From an optimization exercise on the open Yosys and OpenROAD flow, aimed at small area; shortcuts taken in it are not production practice. In this exercise RTL edits were held to simulation tests only and were not proved equivalent to the original. Power is estimated from default activity; no workload was simulated.

==> module Lab5, before the edit <==
module Lab5(input sys_clk, input [5:0] num, input [1:0] op, input do_op, input reset, output [6:0] HEX1, output [6:0] HEX0);
localparam [9:0] LK_S    = 10'd4;
localparam [9:0] LK_E    = 10'd520;    
localparam [9:0] LK_EMSK = 10'd503;    
localparam [9:0] LK_NZ   = 10'd447;    
localparam [9:0] LK_INV  = 10'b1010101010;
localparam [3:0] R_TOP   = 4'b0001;
localparam [3:0] R_BELOW = 4'b1100;
reg [5:0] ring [0:13];
reg [5:0] cur_n;
reg [5:0] tos_n;
reg       pw;              
reg       pf;              
reg [3:0] top;
reg [3:0] rix;
reg [9:0] lks;
wire [5:0] cur = ~cur_n;
wire [5:0] tos = ~tos_n;
wire [9:0] lk  = lks ^ LK_INV;
wire stale  = |(lk & LK_NZ);
wire lk_end = (lk & LK_EMSK) == (LK_E & LK_EMSK);
wire acc    = ~stale & ~do_op;
wire push   = op[1] & ~op[0];
wire pop    = ~op[1] & op[0];
wire full   = &top;
wire empty  = ~|top;
wire pushok = acc & push & ~full;
wire popok  = acc & pop & ~empty;
wire popacc = acc & pop;
wire wr     = pw & (rix == R_BELOW);
wire fetch  = pf & (rix == R_TOP) & ~wr;
integer i;
always @(posedge sys_clk) begin
	for (i = 0; i < 13; i = i + 1)
		ring[i] <= ring[i+1];
	ring[13] <= wr ? tos : ring[0];
end
wire       c_num  = reset & pushok;
wire       c_tos  = reset & popok;
wire       c_hold = reset & ~pushok & ~popacc;
wire [5:0] cur_d  = ({6{c_num}} & num) | ({6{c_tos}} & tos) | ({6{c_hold}} & cur);
wire       t_hold = ~wr & ~fetch;
wire [5:0] tos_d  = ({6{wr}} & cur) | ({6{fetch}} & ring[0]) | ({6{t_hold}} & tos);
wire [3:0] rf1 = {~rix[3], rix[1:0], rix[2] ^ rix[1]};
wire [3:0] rf2 = {rix[3], rix[0], rix[2] ^ rix[1], rix[1] ^ rix[0]};
wire       r_s1 = reset & ~pushok & ~popok;
wire       r_s2 = reset & popok;
wire       r_h  = reset & pushok;
wire [3:0] rix_d = ({4{r_h}} & rix) | ({4{r_s1}} & rf1) | ({4{r_s2}} & rf2) | ({4{~reset}} & R_TOP);
wire       tch = pushok | popok;
wire [3:0] top_d;
assign top_d[0] = reset & (top[0] ^ tch);
assign top_d[1] = reset & (top[1] ^ (tch & (pushok ? top[0] : ~top[0])));
assign top_d[2] = reset & (top[2] ^ (tch & (pushok ? &top[1:0] : ~|top[1:0])));
assign top_d[3] = reset & (top[3] ^ (tch & (pushok ? &top[2:0] : ~|top[2:0])));
wire       lk_kill = ~reset | lk_end;
wire [9:0] lk_d = ({10{~lk_kill}} & {lk[8:0], lk[9] ^ lk[2]}) | ({10{reset & acc}} & LK_S);
always @(posedge sys_clk) begin
	cur_n  <= ~cur_d;
	tos_n  <= ~tos_d;
	pw     <= pushok | (pw & ~wr);
	pf     <= popok | (pf & ~fetch & ~pushok);
	rix    <= rix_d;
	top    <= top_d;
	lks    <= lk_d ^ LK_INV;
end
wire [2:0] tens = cur / 6'd10;
wire [3:0] ones = cur % 6'd10;
function [6:0] seg(input [3:0] d);
	case (d)
		4'd0: seg = 7'b1000000;
		4'd1: seg = 7'b1111001;
		4'd2: seg = 7'b0100100;
		4'd3: seg = 7'b0110000;
		4'd4: seg = 7'b0011001;
		4'd5: seg = 7'b0010010;
		4'd6: seg = 7'b0000010;
		4'd7: seg = 7'b1111000;
		4'd8: seg = 7'b0000000;
		4'd9: seg = 7'b0010000;
		default: seg = 7'b1111111;
	endcase
endfunction
assign HEX1 = seg({1'b0, tens});
assign HEX0 = seg(ones);
endmodule
clock: 6.0 ns
lec_check: 0
abc_area: 1
cap_margin: 20
core_margin: 2
core_utilization: 80
place_density: 0.85
slew_margin: 20
standard.sh (not shown) runs the stock make flow with config.mk's settings and CLKGATE_MAP_FILE= SYNTH_SCRIPT=/design/flow/synth_recipe.tcl, a recipe that flattens the netlist after the stock synthesis.
==> flow/flow/run.sh <==
#!/bin/bash
# Own layout flow: the standard ORFS flow (standard.sh) with
#  - synthesis as standard.sh runs it, except that ABC maps the logic with
#    the area-oriented script in flow/abc_area.script (with &deepsyn) (a copy of ORFS's
#    scripts folder with that one file replaced) and adders are left to ABC
#    (ADDER_MAP_FILE empty) instead of being mapped to ha/fa cells;
#  - CTS without dummy loads, with clkbuf_4 clock buffers;
#  - input/output ports buffered with buf_1.
# Each step's full output goes to its own log file in the work folder.
set -euo pipefail
cd "$(dirname "$0")/.."
W=$PWD
rm -rf "$W/scripts_own"
cp -r "$FLOW_HOME/scripts" "$W/scripts_own"
cp "$W/flow/abc_area.script" "$W/scripts_own/abc_area.script"
CTS="-sink_clustering_enable -repair_clock_nets -dont_use_dummy_load -buf_list {sky130_fd_sc_hd__clkbuf_4}"
bash standard.sh "SCRIPTS_DIR=$W/scripts_own" "ADDER_MAP_FILE=" synth > flow_synth.log 2>&1
bash standard.sh "SCRIPTS_DIR=$W/scripts_own" "ADDER_MAP_FILE=" "CTS_ARGS=$CTS" "BUFFER_PORTS_ARGS=-buffer_cell sky130_fd_sc_hd__buf_1" finish > flow_layout.log 2>&1
==> flow/flow/abc_area.script <==
strash
&get -n
&fraig -x
&put
scorr
dc2
strash
&get -n
&deepsyn -T 60
&put
strash
dch -f
amap
strash
&get -n
&dch -f
&nf -R 1000
&put
The first run passed the timing, design-rule and antenna checks.
Rerun with:
--- a/flow/design.v
+++ b/flow/design.v
@@ -8,13 +8,14 @@
 localparam [3:0] R_BELOW = 4'b1100;
 reg [5:0] ring [0:13];
 reg [5:0] cur_n;
 reg [5:0] tos_n;
 reg       pw;              
 reg       pf;              
-reg [3:0] top;
+reg [3:0] top_s;
+wire [3:0] top = top_s ^ 4'b1010;
 reg [3:0] rix;
 reg [9:0] lks;
 wire [5:0] cur = ~cur_n;
 wire [5:0] tos = ~tos_n;
 wire [9:0] lk  = lks ^ LK_INV;
 wire stale  = |(lk & LK_NZ);
@@ -58,13 +59,13 @@
 always @(posedge sys_clk) begin
 	cur_n  <= ~cur_d;
 	tos_n  <= ~tos_d;
 	pw     <= pushok | (pw & ~wr);
 	pf     <= popok | (pf & ~fetch & ~pushok);
 	rix    <= rix_d;
-	top    <= top_d;
+	top_s  <= top_d ^ 4'b1010;
 	lks    <= lk_d ^ LK_INV;
 end
 wire [2:0] tens = cur / 6'd10;
 wire [3:0] ones = cur % 6'd10;
 function [6:0] seg(input [3:0] d);
 	case (d)
Effect: Cell area rose slightly. Clock power barely changes. Final cell count grows slightly. Combinational power is higher by a few percent. Global-route usage grows by 2.8 points. Power came out higher slightly. Wire length grows by a few percent.

## what the ideal ports hide
Ports are ideal in the flow. The routed layouts listed here were re-timed in OpenROAD.
Step 1: set_driving_cell puts a clkbuf_16 on sys_clk and a buf_2 on each other input, an assumption about the parent block.
Step 2, shift: input delay + t, output delay - t, t = (earliest + latest rising clock arrival at the registers) / 2. This alone moves slack from input paths to output paths.
a / b / c = no drivers / after step 1 / after step 2; a / b = the first two.
| run | shift t [ns] | setup WS [ns] | worst hold slack (ns) | cell pins on the clock port's net |
|---|---|---|---|---|
| the first run | 0.502 | 1.489 / 1.469 / 1.971 | 0.310 / 0.310 / 0.310 | 1 |
| the second run | 0.504 | 1.957 / 1.932 / 1.989 | 0.322 / 0.322 / 0.322 | 1 |
After both steps every run listed still meets setup and hold.
